This is an optimization exercise on Yosys and OpenROAD, whose aim is small area and a short achievable clock period, not a production implementation. RTL that was checked went through simulation tests only; none was proved equivalent to the original.

// lab4_2
module lab4_2( 
              input wire      mode,
              input wire[2:0] opCode,
              input wire[3:0] value,
              input clk,
              input reset,
              output reg[9:0] result,
              output reg cacheFull,
              output reg invalidOp,
              output reg overflow);
clock: 12.5 ns
lec_check: 0
cap_margin: 20
core_margin: 2
core_utilization: 40
cts_buf_list: sky130_fd_sc_hd__clkbuf_4
cts_cluster_size: 30
slew_margin: 20
run.sh (not shown) runs the stock make flow with config.mk's settings and CLKGATE_MAP_FILE= SYNTH_SCRIPT=/design/flow/synth_recipe.tcl, a recipe that flattens the netlist after the stock synthesis.
Edit:
- CTS_BUF_LIST: sky130_fd_sc_hd__clkbuf_4 -> default
- CTS_CLUSTER_SIZE: 30 -> default
The changed run went through all stages and came out clean.
Design area hardly moves.
Core utilization stays flat.
Final cell count decreases by 4.9%.
Wire length decreases by 1.2%.
First-iteration DRC count increases by 19%.
Setup slack is worse by 36 ps.
Clock skew decreases by 46 ps.
Global-route usage decreases by 0.45 points.
Fmax decreases by 0.74%.
Edit:
- CORE_UTILIZATION: 40 -> 60
- CTS_BUF_LIST: default -> sky130_fd_sc_hd__clkbuf_8
- CTS_CLUSTER_SIZE: default -> 40
Result: Flip-flop and latch count stays the same; die area is lower by 33%; global-route usage went up by 9.5 points.
No run of this note included a check of the RTL's function; only the layout flow was run.

---

lab4_2, a different RTL version from the one above (not shown whole).
For scale: roughly 1300 cells after synthesis, roughly 23 I/O pins, ~0.015 mm² of cells after synthesis.
// lab4_2
module lab4_2( 
              input wire      mode,
              input wire[2:0] opCode,
              input wire[3:0] value,
              input clk,
              input reset,
              output reg[9:0] result,
              output reg cacheFull,
              output reg invalidOp,
              output reg overflow);
	reg [223:0] cache;
	reg [5:0]   counter;
	reg [5:0]   PN;           
	reg [3:0]   begin_PC;
	reg [9:0]   p1;           
	reg [11:0]  B3;           
	reg [6:0]   IR;           
	reg         last;         
	integer i;
	always @(posedge clk) begin
		for (i = 0; i < 32; i = i + 1)
			if (!counter[5] && counter[4:0] == i)
				cache[i*7 +: 7] <= {opCode, value};
	end
	wire [9:0] p0 = result;
	wire [2:0] op = IR[6:4];
	wire [3:0] v  = IR[3:0];
	wire is1 = op[0] & ~op[2];
	wire is2 = op[1] & ~op[2];
	wire ar  = ~op[2];
	wire [4:0] s1, s2, s3;
	genvar k;
	generate
		for (k = 0; k < 5; k = k + 1) begin : dig
			wire a1 = p0[2*k+1], a0 = p0[2*k];
			if (k == 0) begin : d0
				assign s1[k] = (is2 & ~a1 & a0) | is1;
			end else begin : dk
				assign s1[k] = is2 & ~a1 & a0;
			end
			assign s2[k] = is2 & a1 & ~a0;
			assign s3[k] = is2 & a1 & a0;
		end
	endgenerate
	wire [10:0] B2 = {p1, 1'b0};
	wire [9:0] r0 = ({10{s1[0]}} & p1)      | ({10{s2[0]}} & B2[9:0]) | ({10{s3[0]}} & B3[9:0]);
	wire [7:0] r1 = ({8{s1[1]}}  & p1[7:0]) | ({8{s2[1]}}  & B2[7:0]) | ({8{s3[1]}}  & B3[7:0]);
	wire [5:0] r2 = ({6{s1[2]}}  & p1[5:0]) | ({6{s2[2]}}  & B2[5:0]) | ({6{s3[2]}}  & B3[5:0]);
	wire [3:0] r3 = ({4{s1[3]}}  & p1[3:0]) | ({4{s2[3]}}  & B2[3:0]) | ({4{s3[3]}}  & B3[3:0]);
	wire [1:0] r4 = ({2{s1[4]}}  & p1[1:0]) | ({2{s2[4]}}  & B2[1:0]) | ({2{s3[4]}}  & B3[1:0]);
	wire [9:0] q  = p0 & {10{~op[1]}};
	wire t0;
	wire t1;
	wire t2;
	wire t3;
	wire t4;
  ...
export LEC_CHECK = 0
export CAP_MARGIN = 20
export CORE_MARGIN = 2
export CORE_UTILIZATION = 40
export CTS_CLUSTER_DIAMETER = 100
export CTS_CLUSTER_SIZE = 24
export SLEW_MARGIN = 20
export TNS_END_PERCENT = 50
create_clock -name core_clock -period 12.5 [get_ports {clk}]
standard.sh (not shown) runs the stock make flow with config.mk's settings and CLKGATE_MAP_FILE= SYNTH_SCRIPT=/design/flow/synth_recipe.tcl, a recipe that flattens the netlist after the stock synthesis.
==> flow/flow/run.sh <==
#!/bin/bash
# Standard layout with two changes to how it is made:
#  - timing repair is asked for more setup margin than the clock period
#    needs, so it keeps shortening the worst paths;
#  - the port buffers are buf_4 cells (every port still gets its buffer).
set -euo pipefail
bash standard.sh SETUP_SLACK_MARGIN=9 \
  "BUFFER_PORTS_ARGS=-buffer_cell sky130_fd_sc_hd__buf_4" finish > standard.log 2>&1
Change:
Settings changed: CTS_BUF_LIST from default to sky130_fd_sc_hd__clkbuf_8, CTS_CLUSTER_DIAMETER 100 to 80, CTS_CLUSTER_SIZE 24 to 16, TNS_END_PERCENT 50 to default.
Synthesized area is unchanged.
Final area stays flat.
Routed wire length grows by 2.2%.
Critical path depth is unchanged.
Non-clock buffer count shrinks by 5.
Global-route usage grows by 0.19 points.
Change:
Settings changed: CTS_BUF_LIST sky130_fd_sc_hd__clkbuf_8 to default, CTS_CLUSTER_DIAMETER 80 to 120, CTS_CLUSTER_SIZE 16 to 32.
Area after synthesis stays the same.
Via count is lower by 0.52%.
Synthesized cell count does not change.
Non-clock buffer count is higher by 10.
Global-route usage is lower by 0.16 points.
Die area does not change.
Setup slack improves by 140 ps.
Change:
--- a/flow/flow/run.sh
+++ b/flow/flow/run.sh
@@ -7 +7 @@
-bash standard.sh SETUP_SLACK_MARGIN=9 \
+bash standard.sh SETUP_SLACK_MARGIN=8.8 \
Settings changed: CTS_CLUSTER_DIAMETER 120 to 100, CTS_CLUSTER_SIZE 32 to 24.
Sequential cell count does not change.
Setup slack degrades by 100 ps.
Design area drops by 0.49%.
First-iteration DRC count climbs by 11%.
Change:
--- a/flow/flow/run.sh
+++ b/flow/flow/run.sh
@@ -7 +7 @@
-bash standard.sh SETUP_SLACK_MARGIN=8.8 \
+bash standard.sh SETUP_SLACK_MARGIN=9 \
Settings changed: PLACE_DENSITY from default to 0.8.
The changed run finished with timing, DRC and antenna clean.
Sequential share of layout area drops by 0.31 points.
Core utilization climbs by 0.31 points.
Non-clock buffer count climbs by 1.
Global-route usage drops by 0.49 points.
Wire length drops by 0.40%.
Worst setup slack degrades by 67 ps.
Clock skew drops by 11 ps.
Cell count stays flat.
Change:
Settings changed: CTS_BUF_LIST from default to sky130_fd_sc_hd__clkbuf_4 sky130_fd_sc_hd__clkbuf_8 sky130_fd_sc_hd__clkbuf_16, PLACE_DENSITY 0.8 to default.
Worst setup slack improved by 120 ps; first-iteration DRC count decreases by a quarter to a third; non-clock buffer count decreases by 5; maximum frequency increases by a few percent; area after synthesis stays the same; wire length barely changes.

-- static timing again, ports no longer ideal --
The results above use ideal ports. As a check the final layouts listed here were re-extracted and re-timed, cells and wires unchanged. Step 1 sets driving cells, clkbuf_16 on the clock port and buf_2 on the other inputs (assumed; they add their load-dependent delay and slew). Step 2 adds t to the input delays and takes it off the output delays; t is the mean of the earliest and latest rising clock arrival at the registers after step 1. Input paths then give back, and output paths get back, about the clock's delay inside the block. a / b / c = no drivers / after step 1 / after step 2; a / b = the first two.
run | shift t [ns] | setup WS [ns] | worst setup path after step 2 | clock arrival spread, ns | worst slew at a driven data input, ns
the first run of note 1 | 0.733 | 7.599 / 7.599 / 7.599 | register to register | 0.093 / 0.093 | 0.03
the second run of note 1 | 0.612 | 7.562 / 7.562 / 7.562 | register to register | 0.028 / 0.028 | 0.03
the third run of note 1 | 0.587 | 7.594 / 7.594 / 7.594 | register to register | 0.026 / 0.026 | 0.03
the first run of note 2 | 0.557 | 8.649 / 8.597 / 8.407 | input to register | 0.041 / 0.040 | 0.03
the second run of note 2 | 0.617 | 8.590 / 8.546 / 8.484 | input to register | 0.037 / 0.038 | 0.04
the third run of note 2 | 0.548 | 8.733 / 8.685 / 8.446 | input to register | 0.033 / 0.033 | 0.04
the fourth run of note 2 | 0.561 | 8.633 / 8.599 / 8.286 | input to register | 0.029 / 0.029 | 0.03
the fifth run of note 2 | 0.560 | 8.566 / 8.566 / 8.475 | input to register | 0.018 / 0.017 | 0.04
the sixth run of note 2 | 0.547 | 8.689 / 8.641 / 8.466 | input to register | 0.041 / 0.041 | 0.04
After both steps every run listed still meets setup and hold. The setup slack of the fourth run of note 2, which loses most, moves by -0.034 ns with the drivers and by -0.347 ns with both steps.
